Context: an optimization exercise on an open-source flow, tuned for a short achievable clock period and few clock cycles. The choices shown serve that exercise and are no tape-out recipe.
Function was checked by simulation only, so behaviour that the tests miss may differ from the original.

$ cat constraint.sdc
create_clock -name core_clock -period 4.0 [get_ports {CLOCK}]
set_input_delay 0.8000 -clock core_clock [delete_from_list [all_inputs] [get_ports {CLOCK}]]
set_output_delay 0.8000 -clock core_clock [all_outputs]
set_load 0.01 [all_outputs]
$ cat design.v
module cpu (
    input  logic       CLOCK
  , input  logic       RESET
  , input  logic [7:0] read_bus
  , output logic [3:0] ctrl_bus
  , output logic [7:0] addr_bus
  , output logic [7:0] write_bus
  , output logic [7:0] OUT
);
  logic [7:0] a, sp, last;
  logic       fc, fz, fs, fo, fu;
  logic [7:0] addr_q, wd_q;
  logic       wr_q;
  logic [7:0] fp;             
  logic [7:0] hd;             
  logic [7:0] q [0:3];        
  logic [2:0] qn;             
  logic       pv;             
  logic       rv;             
  logic       ph;             
  localparam logic [1:0] S_DEC = 2'd0, S_A1 = 2'd1, S_A2 = 2'd2, S_A3 = 2'd3;
  logic [1:0] st;
  logic       i_add, i_cmp, i_push, i_pop, i_dsta, i_dstsp, i_r1, i_r2, i_w, i_wimm;
  logic [7:0] i_x, i_y, i_r2addr, i_db;
  assign addr_bus  = addr_q;
  assign write_bus = wd_q;
  assign ctrl_bus  = {2'b00, wr_q, 1'b0};
  assign OUT       = a;
  logic [7:0] o;
  assign o = q[0];
  logic d_mac, d_mov, d_add, d_cmp, d_push, d_pop, d_jmp, d_jcc, d_nop, d_hlt;
  always_comb begin
    d_mac  = ~(o[7] & o[6]);
    d_mov  = o[7:6] == 2'b00;
    d_add  = o[7:6] == 2'b01;
    d_cmp  = o[7:6] == 2'b10;
    d_push = o[7:3] == 5'b11000;
    d_pop  = o[7:3] == 5'b11001;
    d_jmp  = o == 8'b11010000;
    d_jcc  = o[7:4] == 4'b1110;
    d_nop  = o == 8'b11111110;
    d_hlt  = o[7:6] == 2'b11 & ~(d_push | d_pop | d_jmp | d_jcc | d_nop);
  end
  logic [2:0] sm, dm;
  assign sm = o[2:0];
  assign dm = d_pop ? o[2:0] : o[5:3];
  logic has_sb, has_db, d_r1, d_r2, d_w, d_wimm, d_dsta, d_dstsp;
  always_comb begin
    has_sb  = (d_mac | d_push) & sm[1];
    has_db  = (d_mac | d_pop) & (dm[1:0] == 2'b10);
    d_r1    = ((d_mac | d_push) & (sm[1:0] == 2'b01 | sm[1:0] == 2'b10)) | d_pop;
    d_r2    = (d_add | d_cmp) & (dm[1:0] == 2'b01 | dm[1:0] == 2'b10);
    d_wimm  = (d_mac | d_pop) & (dm[1:0] == 2'b10);
    d_w     = d_wimm | ((d_mac | d_pop) & dm == 3'b101) | d_push;
    d_dsta  = (d_mac | d_pop) & dm == 3'b000;
    d_dstsp = (d_mac | d_pop) & dm == 3'b100;
  end
  logic [1:0] nb;
  logic [2:0] need;
  logic [1:0] cons_n;
  always_comb begin
    if (d_jmp | d_jcc) nb = 2'd1;
    else if (d_hlt | d_nop) nb = 2'd0;
    else nb = {1'b0, has_sb} + {1'b0, has_db};
    need   = {2'b00, ~ph} + {1'b0, nb};
    if (need == 3'd0) need = 3'd1;
    cons_n = d_hlt ? {1'b0, ~ph} : ({1'b0, ~ph} + nb);
  end
  logic [7:0] sb, db;
  always_comb begin
    sb = ph ? q[0] : q[1];
    case ({~ph, has_sb})
      2'b00:   db = q[0];
      2'b01,
      2'b10:   db = q[1];
      default: db = q[2];
    endcase
  end
  logic [7:0] dx, dy;
  always_comb begin
    if (dm[1:0] == 2'b00) dx = dm[2] ? sp : a;
    else dx = 8'd0;
    if (d_pop) dy = 8'd0;
    else if (sm[1:0] == 2'b00) dy = sm[2] ? sp : a;
    else dy = sb;
  end
  logic taken;
  always_comb begin
    logic base;
    case (o[3:1])
      3'd0: base = fo;
      3'd1: base = fc;
      3'd2: base = fz;
      3'd3: base = fc | fz;
      3'd4: base = fs;
      3'd5: base = 1'b0;
      3'd6: base = fs ^ fo;
      default: base = fz | (fs ^ fo);
    endcase
    taken = d_jmp | (d_jcc & ((o[3:1] == 3'd5) | (base ^ o[0])));
  end
  logic avail, go;
  assign avail = qn >= need;
  assign go    = (st == S_DEC) & avail;
  logic [7:0] hd_next_ip;    
  assign hd_next_ip = hd + {6'd0, cons_n};
  logic ex_dec, ex_a3, ex;
  assign ex_dec = go & (d_mac | d_push | d_pop) & ~d_r1 & ~d_r2;
  assign ex_a3  = st == S_A3;
  assign ex     = ex_dec | ex_a3;
  logic e_add, e_cmp, e_push, e_pop, e_dsta, e_dstsp, e_w, e_wimm;
  logic [7:0] e_x, e_y, e_db;
  always_comb begin
    if (ex_a3) begin
      e_add = i_add; e_cmp = i_cmp; e_push = i_push; e_pop = i_pop;
      e_dsta = i_dsta; e_dstsp = i_dstsp; e_w = i_w; e_wimm = i_wimm;
      e_x = i_r2 ? read_bus : i_x;
      e_y = (i_r1 & ~i_r2) ? read_bus : i_y;
      e_db = i_db;
    end else begin
      e_add = d_add; e_cmp = d_cmp; e_push = d_push; e_pop = d_pop;
      e_dsta = d_dsta; e_dstsp = d_dstsp; e_w = d_w; e_wimm = d_wimm;
      e_x = dx;
      e_y = dy;
      e_db = db;
    end
  end
  logic [7:0] yy, sum, res;
  logic       c8, s8;
  logic       n_c, n_z, n_s, n_o, n_u;
  always_comb begin
    yy = e_cmp ? ~e_y : e_y;
    {c8, sum} = {1'b0, e_x} + {1'b0, yy} + {8'd0, e_cmp};
    s8 = e_x[7] ^ yy[7] ^ c8;
    n_c = e_cmp ? (c8 & (e_y != 8'd0)) : c8;
    n_z = sum == 8'd0;
    n_s = sum[7];
    n_o = ~s8 & sum[7];
    n_u = s8 & ~sum[7];
    res = e_add ? sum : e_cmp ? last : e_y;
  end
  logic [7:0] sp_inc, sp_dec, sp_wr;
  assign sp_inc = sp + 8'd1;
  assign sp_dec = sp - 8'd1;
  assign sp_wr  = e_push ? sp_dec : e_pop ? sp_inc : sp;
  logic [7:0] e_waddr;
  assign e_waddr = e_wimm ? e_db : sp_wr;
  logic       rq, rq_w;
  logic [7:0] rq_addr;
  always_comb begin
    rq = 1'b0; rq_w = 1'b0; rq_addr = 8'd0;
    if (go & d_r1) begin
      rq = 1'b1;
      if (d_pop) rq_addr = sp;
      else if (sm[1:0] == 2'b10) rq_addr = sb;
      else rq_addr = sm[2] ? sp : a;
    end else if (go & d_r2) begin
      rq = 1'b1;
      if (dm[1:0] == 2'b10) rq_addr = db;
      else rq_addr = dm[2] ? sp : a;
    end else if (st == S_A1 & i_r1 & i_r2) begin
      rq = 1'b1;
      rq_addr = i_r2addr;
    end else if (ex & e_w) begin
      rq = 1'b1; rq_w = 1'b1;
      rq_addr = e_waddr;
    end
  end
  logic [2:0] consumed;
  assign consumed = go ? {1'b0, cons_n} : 3'd0;
  logic [7:0] hd_after;
  assign hd_after = hd + {5'd0, consumed};
  logic jflush, wdiff_hit, wflush, flush;
  logic [7:0] wdiff;
  assign jflush   = go & taken;
  assign wdiff    = e_waddr - hd_after;
  assign wdiff_hit = wdiff[7:3] == 5'd0;
  assign wflush   = ex & e_w & (e_waddr[7] | (e_waddr[6] & e_waddr[5])) & wdiff_hit;
  assign flush    = jflush | wflush;
  logic [7:0] new_fp;
  assign new_fp = jflush ? (hd_next_ip + sb) : hd_after;
  logic [2:0] qn_after;
  assign qn_after = flush ? 3'd0 : (qn - consumed + {2'b00, rv});
  logic pv_keep;
  assign pv_keep = pv & ~flush;
  logic fetch;
  assign fetch = ~rq & ({1'b0, qn_after} + {3'b000, pv_keep} < 4'd4);
  logic [7:0] fp_cur;
  assign fp_cur = flush ? new_fp : fp;
  logic [7:0] qs [0:3];
  always_comb begin
    for (int i = 0; i < 4; i++) begin
      logic [2:0] k;
      k = 3'(i) + consumed;
      if (k < qn) qs[i] = q[k[1:0]];
      else qs[i] = read_bus;
    end
  end
  always_ff @(posedge CLOCK) begin
    if (RESET) begin
      a <= 8'd0; sp <= 8'h80; last <= 8'd0;
      fc <= 1'b0; fz <= 1'b0; fs <= 1'b0; fo <= 1'b0; fu <= 1'b0;
      addr_q <= 8'd0; wd_q <= 8'd0; wr_q <= 1'b0;
      fp <= 8'd1; hd <= 8'd0; qn <= 3'd0; pv <= 1'b1; rv <= 1'b0; ph <= 1'b0;
      st <= S_DEC;
      for (int i = 0; i < 4; i++) q[i] <= 8'd0;
      i_add <= 1'b0; i_cmp <= 1'b0; i_push <= 1'b0; i_pop <= 1'b0;
      i_dsta <= 1'b0; i_dstsp <= 1'b0; i_r1 <= 1'b0; i_r2 <= 1'b0; i_w <= 1'b0; i_wimm <= 1'b0;
      i_x <= 8'd0; i_y <= 8'd0; i_r2addr <= 8'd0; i_db <= 8'd0;
    end else begin
      for (int i = 0; i < 4; i++) q[i] <= qs[i];
      qn <= qn_after;
      hd <= jflush ? new_fp : hd_after;
      rv <= pv_keep;
      if (rq) begin
        addr_q <= rq_addr;
        wr_q   <= rq_w;
        if (rq_w) wd_q <= res;
        pv     <= 1'b0;
        fp     <= fp_cur;
      end else if (fetch) begin
        addr_q <= fp_cur;
        wr_q   <= 1'b0;
        pv     <= 1'b1;
        fp     <= fp_cur + 8'd1;
      end else begin
        wr_q   <= 1'b0;
        pv     <= 1'b0;
        fp     <= fp_cur;
      end
      if (go) ph <= d_hlt;
      if (go & (d_jmp | d_jcc | d_nop | d_hlt)) last <= 8'd0;
      if (ex) begin
        last <= res;
        if (e_dsta) a <= res;
        if (e_dstsp) sp <= res;
        else sp <= sp_wr;
        if (e_add | e_cmp) begin
          fc <= n_c; fz <= n_z; fs <= n_s; fo <= n_o; fu <= n_u;
        end
      end
      case (st)
        S_DEC: if (go & (d_r1 | d_r2)) begin
          st <= S_A1;
          i_add <= d_add; i_cmp <= d_cmp; i_push <= d_push; i_pop <= d_pop;
          i_dsta <= d_dsta; i_dstsp <= d_dstsp; i_w <= d_w; i_wimm <= d_wimm;
          i_r1 <= d_r1; i_r2 <= d_r2;
          i_x <= dx; i_y <= dy; i_db <= db;
          i_r2addr <= (dm[1:0] == 2'b10) ? db : (dm[2] ? sp : a);
        end
        S_A1: st <= (i_r1 & i_r2) ? S_A2 : S_A3;
        S_A2: begin
          i_y <= read_bus;
          st <= S_A3;
        end
        default: st <= S_DEC;
      endcase
    end
  end
endmodule
$ cat run.sh
#!/bin/bash
# synth_recipe.tcl (not shown) runs the flow's synth.tcl, then flattens the netlist and writes it again
# the make line also repeats each setting of config.mk as NAME=value (left out here)
make -C /OpenROAD-flow-scripts/flow DESIGN_CONFIG=/design/flow/config.mk WORK_HOME=/design/flow/orfs CLKGATE_MAP_FILE= SYNTH_SCRIPT=/design/flow/synth_recipe.tcl finish
$ cat config.mk
export PLATFORM = sky130hd
export DESIGN_NAME = cpu
export DESIGN_NICKNAME = cpu
export VERILOG_FILES = /design/flow/design.v
export SDC_FILE = /design/flow/constraint.sdc
export NUM_CORES = 4
export LEC_CHECK = 0
export ABC_CLOCK_PERIOD_IN_PS = 1500
export CAP_MARGIN = 20
export CORE_MARGIN = 2
export CORE_UTILIZATION = 40
export SETUP_SLACK_MARGIN = 2.0
export SLEW_MARGIN = 20
==> implementation parameters, run 1 <==
Parameter                              Value

Timing
  Unrepaired setup endpoints after global routing    true
  Post-route clock skew    0.0195 ns
  Highest attainable clock frequency    150 MHz
  Relative max-transition margin    34.1%
  # setup viols final    around 140
  Max Transition Viols Final    0
  Final-report hold violation count    0
  Worst Tran Pin Value    0.989 ns
  Final cycle utilization of the critical path    167%
  PnR worst setup slack    -2.66 ns
  Final min period    6.66 ns

Setup path
  Arrival @ worst endpoint    7.03 ns
  Cell type of the slowest stage on the worst timing path    sky130_fd_sc_hd__fa_2
  Cell depth of the worst flop-to-flop path    36
  Worst-path fanout max    5
  Data required time of the critical path    between 4 and 5 ns
  Crit path kind    reg2reg
  Destination of the worst register-to-register timing path    fp[4]$_SDFF_PP0_
  Crit-path max cell delay    0.59 ns
  Kind of end point of the critical path    flop
  Setup slack, reg-to-reg    -2.66 ns
  Most prevalent standard cell on the critical path    sky130_fd_sc_hd__ha_4
  Startpoint kind of the worst setup timing path    flop
  Crit Reg-Reg Startpoint    q[0][4]$_SDFFE_PP0P_

Logic synthesis
  #FFs+latches synth    143
  Post-synthesis cell type count    96
  Ys async rst share    0%
  Number of enable flip-flop cells after synthesis    0
  Part of the Yosys area used for sequential elements    25.3%
  Post-synthesis instance total    between 1k and 1.5k
  Number of warnings printed during yosys synthesis    3
  Primary flip-flop cell chosen by synthesis mapping    sky130_fd_sc_hd__dfxtp_1
  Mean instance size in the synthesized netlist    a little under 8 um2
  Summed instance area of the synthesized netlist    11300 um2

Die
  Chip Height    172 um
  Effective utilization at floorplan    40.7%
  Area of the die    between 20000 and 30000 um2
  Total I/O pin count    38
  Overall die width    172 um
  Number of placement rows    61
  CORE AREA    roughly 28000 um2

Status
  Status    finished with violations
  Causes of the layout check failure    negative setup slack

GRT
  Largest net degree at the start of global routing    79
  Met3 demand-to-capacity share in global routing    3.50%
  Met2 Use GR    around half
  Wire length of the first global-routing pass    67900 um
  Layer with the highest usage    met2
  Overflow left after global routing    0
  Vias in the first global route    12.3k
  Met1 Track Usage GR    between 30% and 40%
  Total Routing Usage GR    between 20 and 30%
  Initial antenna violation count    0

Drt
  Pre-antenna DRT Iters    8
  Vias per Instance    5.90
  Average wire per cell in the routed design    20.6 um
  Detailed Route Iter0 Violations    1072
  Total wirelength of the detailed-routed design    44400 um
  DRC viols    0
  Via Count    between 10k and 15k
  Antenna viol nets, final    0

Cells and area
  Highest-count cells in the layout ignoring fill and taps    sky130_fd_sc_hd__buf_4 (289), sky130_fd_sc_hd__nor2_1 (187), sky130_fd_sc_hd__dfxtp_1 (139), sky130_fd_sc_hd__a21oi_1 (121), sky130_fd_sc_hd__nand2_1 (108)
  Final instance area    around 17000 um2
  Total number of nets in the final design    1845
  Ratio of cells with drive above 1 in the final layout    ~35%
  Leading cell type in the layout, fill and taps excluded    sky130_fd_sc_hd__buf_4
  Layout overhead on the synthesized area    46.2%
  Antenna fix cells    0

Place
  Final GP Congestion    around 0.93
  Pre-CTS setup slack    -2.85 ns
  DP HPWL    31600 um
  Number of port buffers    34
  Placed inst area    about 15000 um2

Clock tree
  Clk slew on worst S/H paths    0.07 ns
  TritonCTS clock tree    done
  Cts bufs inserted    17
  Clock buffer depth    2
  H-tree levels    4
  Clock Sink Count    143
  Latest clock arrival within the worst-skew pair    0.44 ns
  Post-CTS Hold Fix Bufs    0
  Clock root buffer    sky130_fd_sc_hd__clkbuf_16

Hold path
  Min-Delay Path Class    reg2reg
  Hold Crit Depth    2
  Start point of the worst min-delay path    i_db[2]$_SDFFE_PP0P_
  Endpoint of the worst hold-timing path    i_db[2]$_SDFFE_PP0P_

Job
  Count of max-cap constraint violations    0
==> cell type report <==
cell class              instances  area [um2]
repair buffers                376        3350
flip-flops and latches        143        2870
clock buffers                  19         453
multi-input cells            1163        9030
well taps                     378         473
clock inverters                13         149
fillers                      2387       11300
inverters                      63         244
==> state kept, by name, summed over array words and instances, names as in the netlist, 2 cells and up <==
name / flops
fp: 8
i_db: 8
i_x: 8
qn: 3
a: 8
last: 8
addr_q: 8
wd_q: 8
i_r2addr: 8
st: 2
sp: 8
q: 32
i_y: 8
hd: 8
==> kinds of logic (layout without fill, tap and decap cells) <==
group                      after synthesis  count (layout)  synth area share (%)
xor gates and xnor gates                38              38                  3.17
buffers and inverters                  172             471                  6.27
AOI/OAI and AO/OA                      447             448                  27.1
and+or+nand+nor                        500             501                  20.5
adders and majority gates               72              72                  8.34
other                                    1               3                0.0331
muxes                                  101             101                  9.30
DFF                                    143             143                  25.3
==> metal layers <==
| layer | vias up | part of all wire, % | routed length, um |
|---|---|---|---|
| met5 | - | 0 | 0 |
| met4 | 0 | 4.4 | 1970 |
| met1 | 6068 | 42 | 18700 |
| met2 | 549 | 47 | 20900 |
| met3 | 157 | 6.5 | 2890 |
| li1 | 5932 | - | - |
==> stage by stage <==
stage	hold slack [ns]	util, %	setup TNS [ns]	std cells
floorplan	0.428	-	-129.65	1476
global route	0.483	59.5	-164.34	2155
finish	0.453	59.5	-137.48	2155
detailed placement	0.445	52.3	-149.89	2079
CTS	0.454	57.2	-117.73	2134
global placement	0.435	52.3	-138.32	2079
==> worst max path at each step <==
stage,to,cells after the start,start,slack (ns)
2_1_floorplan,fp[2]$_SDFF_PP0_,40,q[0][7]$_SDFFE_PP0P_,-2.99
3_3_place_gp,fp[2]$_SDFF_PP0_,37,q[0][5]$_SDFFE_PP0P_,-2.70
3_5_place_dp,fp[2]$_SDFF_PP0_,37,q[0][5]$_SDFFE_PP0P_,-2.85
4_1_cts,fp[2]$_SDFF_PP0_,38,q[0][4]$_SDFFE_PP0P_,-2.56
5_1_grt,fp[4]$_SDFF_PP0_,36,q[0][4]$_SDFFE_PP0P_,-2.91
6_report,fp[4]$_SDFF_PP0_,36,q[0][4]$_SDFFE_PP0P_,-2.66
==> repair_timing <==
item / 4_1_cts / 5_1_grt
setup endpoints to repair: 168 / 168
cloned: 3 / 3
hold endpoints to repair: 0 / 0
gates resized for setup: 118 / 98
pin swaps: 54 / 44
setup buffers: 20 / 18
==> cells in the mapped netlist, types with 6 or more instances <==
library cell	number	share of area, %
sky130_fd_sc_hd__nand4_1	15	0.83
sky130_fd_sc_hd__buf_1	10	0.33
sky130_fd_sc_hd__nor2b_1	21	1.2
sky130_fd_sc_hd__a22oi_1	11	0.73
sky130_fd_sc_hd__nand2b_1	9	0.50
sky130_fd_sc_hd__o21ai_1	6	0.27
sky130_fd_sc_hd__xnor2_1	26	2.0
sky130_fd_sc_hd__nand2_1	119	3.9
sky130_fd_sc_hd__a22o_1	8	0.62
sky130_fd_sc_hd__buf_4	10	0.66
sky130_fd_sc_hd__xor2_1	10	0.77
sky130_fd_sc_hd__mux2i_1	76	6.7
sky130_fd_sc_hd__dfxtp_1	143	25
sky130_fd_sc_hd__o211ai_1	12	0.80
sky130_fd_sc_hd__and2_1	12	0.66
sky130_fd_sc_hd__fa_1	6	1.1
sky130_fd_sc_hd__clkbuf_1	80	2.7
sky130_fd_sc_hd__a31oi_1	13	0.72
sky130_fd_sc_hd__mux2_2	23	2.3
sky130_fd_sc_hd__a211oi_1	66	4.4
sky130_fd_sc_hd__o21ai_0	47	2.1
sky130_fd_sc_hd__ha_1	65	7.2
sky130_fd_sc_hd__nor3b_1	6	0.40
sky130_fd_sc_hd__o31ai_1	7	0.46
sky130_fd_sc_hd__inv_1	62	2.1
sky130_fd_sc_hd__a21o_1	14	0.93
sky130_fd_sc_hd__a221oi_1	36	2.8
sky130_fd_sc_hd__o22ai_1	10	0.55
sky130_fd_sc_hd__nor3_1	43	1.9
sky130_fd_sc_hd__and3_1	14	0.77
sky130_fd_sc_hd__nor2_1	208	6.9
sky130_fd_sc_hd__buf_2	6	0.27
sky130_fd_sc_hd__a21oi_1	153	6.8
sky130_fd_sc_hd__nand3_1	19	0.84
==> critical path, delay by kind of cell (launching register included) <==
kind	cells	cell delay, ns
adder cells (fa/ha/maj)	8	2.18
AND/OR/NAND/NOR	6	0.68
AO/OA/AOI/OAI	15	2.55
buffers and inverters	6	0.53
multiplexers	1	0.34
flip-flops	1	0.34
Testbench counts, summed over its fixed seeds: cycles 22,933.
==> run 2: changes to the inputs <==
==> config.mk (replaced) <==
export PLATFORM = sky130hd
export DESIGN_NAME = cpu
export DESIGN_NICKNAME = cpu
export VERILOG_FILES = /design/flow/design.v
export SDC_FILE = /design/flow/constraint.sdc
export NUM_CORES = 4
export LEC_CHECK = 0
export CAP_MARGIN = 20
export CORE_MARGIN = 2
export CORE_UTILIZATION = 40
export SLEW_MARGIN = 20
==> implementation parameters, run 2 <==
Parameter                              Value

Drt
  Detailed Route Iter0 Violations    between 1k and 1.5k
  Average wire per cell in the routed design    about 21 um
  Via Count    12.9k
  Pre-antenna DRT Iters    5
  Vias per Instance    5.96
  Total wirelength of the detailed-routed design    45600 um
  Antenna viol nets, final    0
  DRC viols    0

Logic synthesis
  #FFs+latches synth    roughly 140
  Part of the Yosys area used for sequential elements    25.3%
  Mean instance size in the synthesized netlist    7.69 um2
  Ys async rst share    0%
  Cell type with the highest aggregate area in the netlist    sky130_fd_sc_hd__dfxtp_1
  Summed instance area of the synthesized netlist    11300 um2
  Commonest cells post-synth    sky130_fd_sc_hd__nor2_1 (208), sky130_fd_sc_hd__a21oi_1 (153), sky130_fd_sc_hd__dfxtp_1 (143)
  Ranking of synthesized cells by area    sky130_fd_sc_hd__dfxtp_1 (25%), sky130_fd_sc_hd__ha_1 (7.2%), sky130_fd_sc_hd__nor2_1 (6.9%)
  Number of warnings printed during yosys synthesis    3
  Post-synthesis cell type count    96
  Primary flip-flop cell chosen by synthesis mapping    sky130_fd_sc_hd__dfxtp_1
  Most frequent cell after synthesis    sky130_fd_sc_hd__nor2_1
  Number of enable flip-flop cells after synthesis    0
  Post-synthesis instance total    1474
  Fraction of post-synthesis cell area in the top cell type by area    25.3%

Cells and area
  Share of the core filled with cells    60.8%
  Register ranked first by flip-flop count    q
  Number of fillers in the final layout    2352
  Antenna fix cells    0
  Total number of nets in the final design    around 1.9k
  Leading cell type in the layout, fill and taps excluded    sky130_fd_sc_hd__buf_4
  Highest-count cells in the layout ignoring fill and taps    sky130_fd_sc_hd__buf_4 (269), sky130_fd_sc_hd__nor2_1 (190), sky130_fd_sc_hd__dfxtp_1 (138), sky130_fd_sc_hd__a21oi_1 (113), sky130_fd_sc_hd__nand2_1 (107)
  Ratio of cells with drive above 1 in the final layout    37.0%
  Layout overhead on the synthesized area    49.4%
  Max FFs per register    32

Timing
  Relative max-transition margin    45.4%
  Final-report hold violation count    0
  Max Transition Viols Final    0
  Final cycle utilization of the critical path    168%
  Worst Tran Pin Value    0.811 ns
  # setup viols final    ~140
  Highest attainable clock frequency    149 MHz
  Unrepaired setup endpoints after global routing    true
  Final min period    6.71 ns
  PnR worst setup slack    -2.71 ns
  Post-route clock skew    0.0145 ns

Setup path
  Kind of end point of the critical path    flop
  Crit-path max cell delay    0.58 ns
  Arrival @ worst endpoint    7.08 ns
  Startpoint kind of the worst setup timing path    flop
  Cell type of the slowest stage on the worst timing path    sky130_fd_sc_hd__fa_2
  Crit path kind    reg2reg
  Data required time of the critical path    4.37 ns
  Most prevalent standard cell on the critical path    sky130_fd_sc_hd__ha_4
  Worst-path fanout max    4

Place
  Number of port buffers    34
  Final GP Congestion    0.921
  DP HPWL    ~32000 um

Clock tree
  Clk slew on worst S/H paths    0.06 ns
  Cts bufs inserted    17
  Clock buffer depth    2
  H-tree levels    4
  Post-CTS Hold Fix Bufs    0
  TritonCTS clock tree    done
  Latest clock arrival within the worst-skew pair    0.44 ns
  Clock Sink Count    143
  Clock root buffer    sky130_fd_sc_hd__clkbuf_16

Die
  Total I/O pin count    38
  Area of the die    29700 um2
  CORE AREA    approximately 28000 um2
  Overall die width    approximately 170 um
  Number of placement rows    between 60 and 70
  Chip Height    about 170 um
  Effective utilization at floorplan    40.7%

Hold path
  Min-Delay Path Class    reg2reg

Status
  Causes of the layout check failure    negative setup slack
  Status    finished with violations

GRT
  Total Routing Usage GR    29.8%
  Wire length of the first global-routing pass    67900 um
  Overflow left after global routing    0
  Vias in the first global route    12.0k
  Initial antenna violation count    0
  Largest net degree at the start of global routing    64

Job
  Count of max-cap constraint violations    0
run 2: cell type report:
type                            count  area [um2]  area share, %
Tap cell                          378         473           2.79
Multi-Input combinational cell   1163        9170           54.1
Clock inverter                     12         181           1.07
Clock buffer                       20         457           2.70
Inverter                           63         256           1.52
Sequential cell                   143        2870           16.9
Timing Repair Buffer              384        3530           20.8
run 2: per-stage QoR:
stage	instance area (um2)	TNS [ns]	setup WS (ns)	instances	hold slack, ns
6_report	16900	-143.22	-2.71	2163	0.458
5_1_grt	16900	-173.76	-3.02	2163	0.470
4_1_cts	15900	-116.59	-2.70	2131	0.452
3_5_place_dp	14600	-156.94	-2.92	2078	0.443
3_3_place_gp	14600	-140.87	-2.74	2078	0.437
2_1_floorplan	12100	-129.65	-2.99	1476	0.428
run 2: what timing repair did:
item,4_1_cts,5_1_grt
gates resized for setup,118,152
setup endpoints to repair,142,142
gates cloned,1,7
setup buffers,22,28
pin swaps,50,58
run 2: worst max-delay path: cells and delay by family (launching register included):
kind / cells / cell delay [ns]
flip-flops: 1 / 0.33
multiplexers: 1 / 0.34
buffers and inverters: 6 / 0.52
AND/OR/NAND/NOR: 7 / 0.98
AO/OA/AOI/OAI: 14 / 2.28
adder cells (fa/ha/maj): 8 / 2.18
run 2: path summary, 6_finish.rpt:
path,from,endpoint,cells after the start,slack [ns]
min,i_x[1]$_SDFFE_PP0P_,i_x[1]$_SDFFE_PP0P_,2,0.46
max reg2reg,q[0][5]$_SDFFE_PP0P_,fp[4]$_SDFF_PP0_,36,-2.71
min reg2reg,i_x[1]$_SDFFE_PP0P_,i_x[1]$_SDFFE_PP0P_,2,0.46
max,q[0][5]$_SDFFE_PP0P_,fp[4]$_SDFF_PP0_,36,-2.71
run 2: cell families after synthesis:
kind of cell             synth area share (%)
flip-flops                               25.3
other                                  0.0331
XOR/XNOR                                 3.17
multiplexers                             9.30
AO/OA/AOI/OAI                            27.1
AND/OR/NAND/NOR                          20.5
buffers and inverters                    6.27
adder cells (fa/ha/maj)                  8.34
run 2: layer usage:
| metal | vias to the layer above | GRT usage [%] | wire (um) |
|---|---|---|---|
| met5 | - | 0 | 0 |
| li1 | 5941 | - | - |
| met2 | 640 | 50.7 | 21600 |
| met1 | 6180 | 38.8 | 19000 |
| met3 | 133 | 3.66 | 3170 |
| met4 | 0 | 10.6 | 1870 |

[port drivers added, routing unchanged]
How much do the figures lean on ideal ports? The routed layouts below were timed once more, with nothing changed but the port constraints.
Step 1 (the two cells are an assumption about what drives the block):
set clk [get_ports {CLOCK}]
set_driving_cell -lib_cell sky130_fd_sc_hd__clkbuf_16 $clk
set_driving_cell -lib_cell sky130_fd_sc_hd__buf_2 [delete_from_list [all_inputs] $clk]
Step 2 moves the port delays by t, midway between the first and last clock arrival at a register: inputs arrive t later, outputs are due t later. That takes back most of the time a late clock gives input paths.
Slacks: ideal / step 1 / step 2; pairs: ideal / step 1.
run | t (ns) | setup slack, ns | hold WS [ns] | latest minus earliest clock arrival (ns)
run 1 | 0.486 | -2.664 / -2.664 / -2.664 | 0.453 / 0.453 / 0.453 | 0.019 / 0.020
run 2 | 0.485 | -2.706 / -2.706 / -2.706 | 0.458 / 0.458 / 0.458 | 0.015 / 0.015
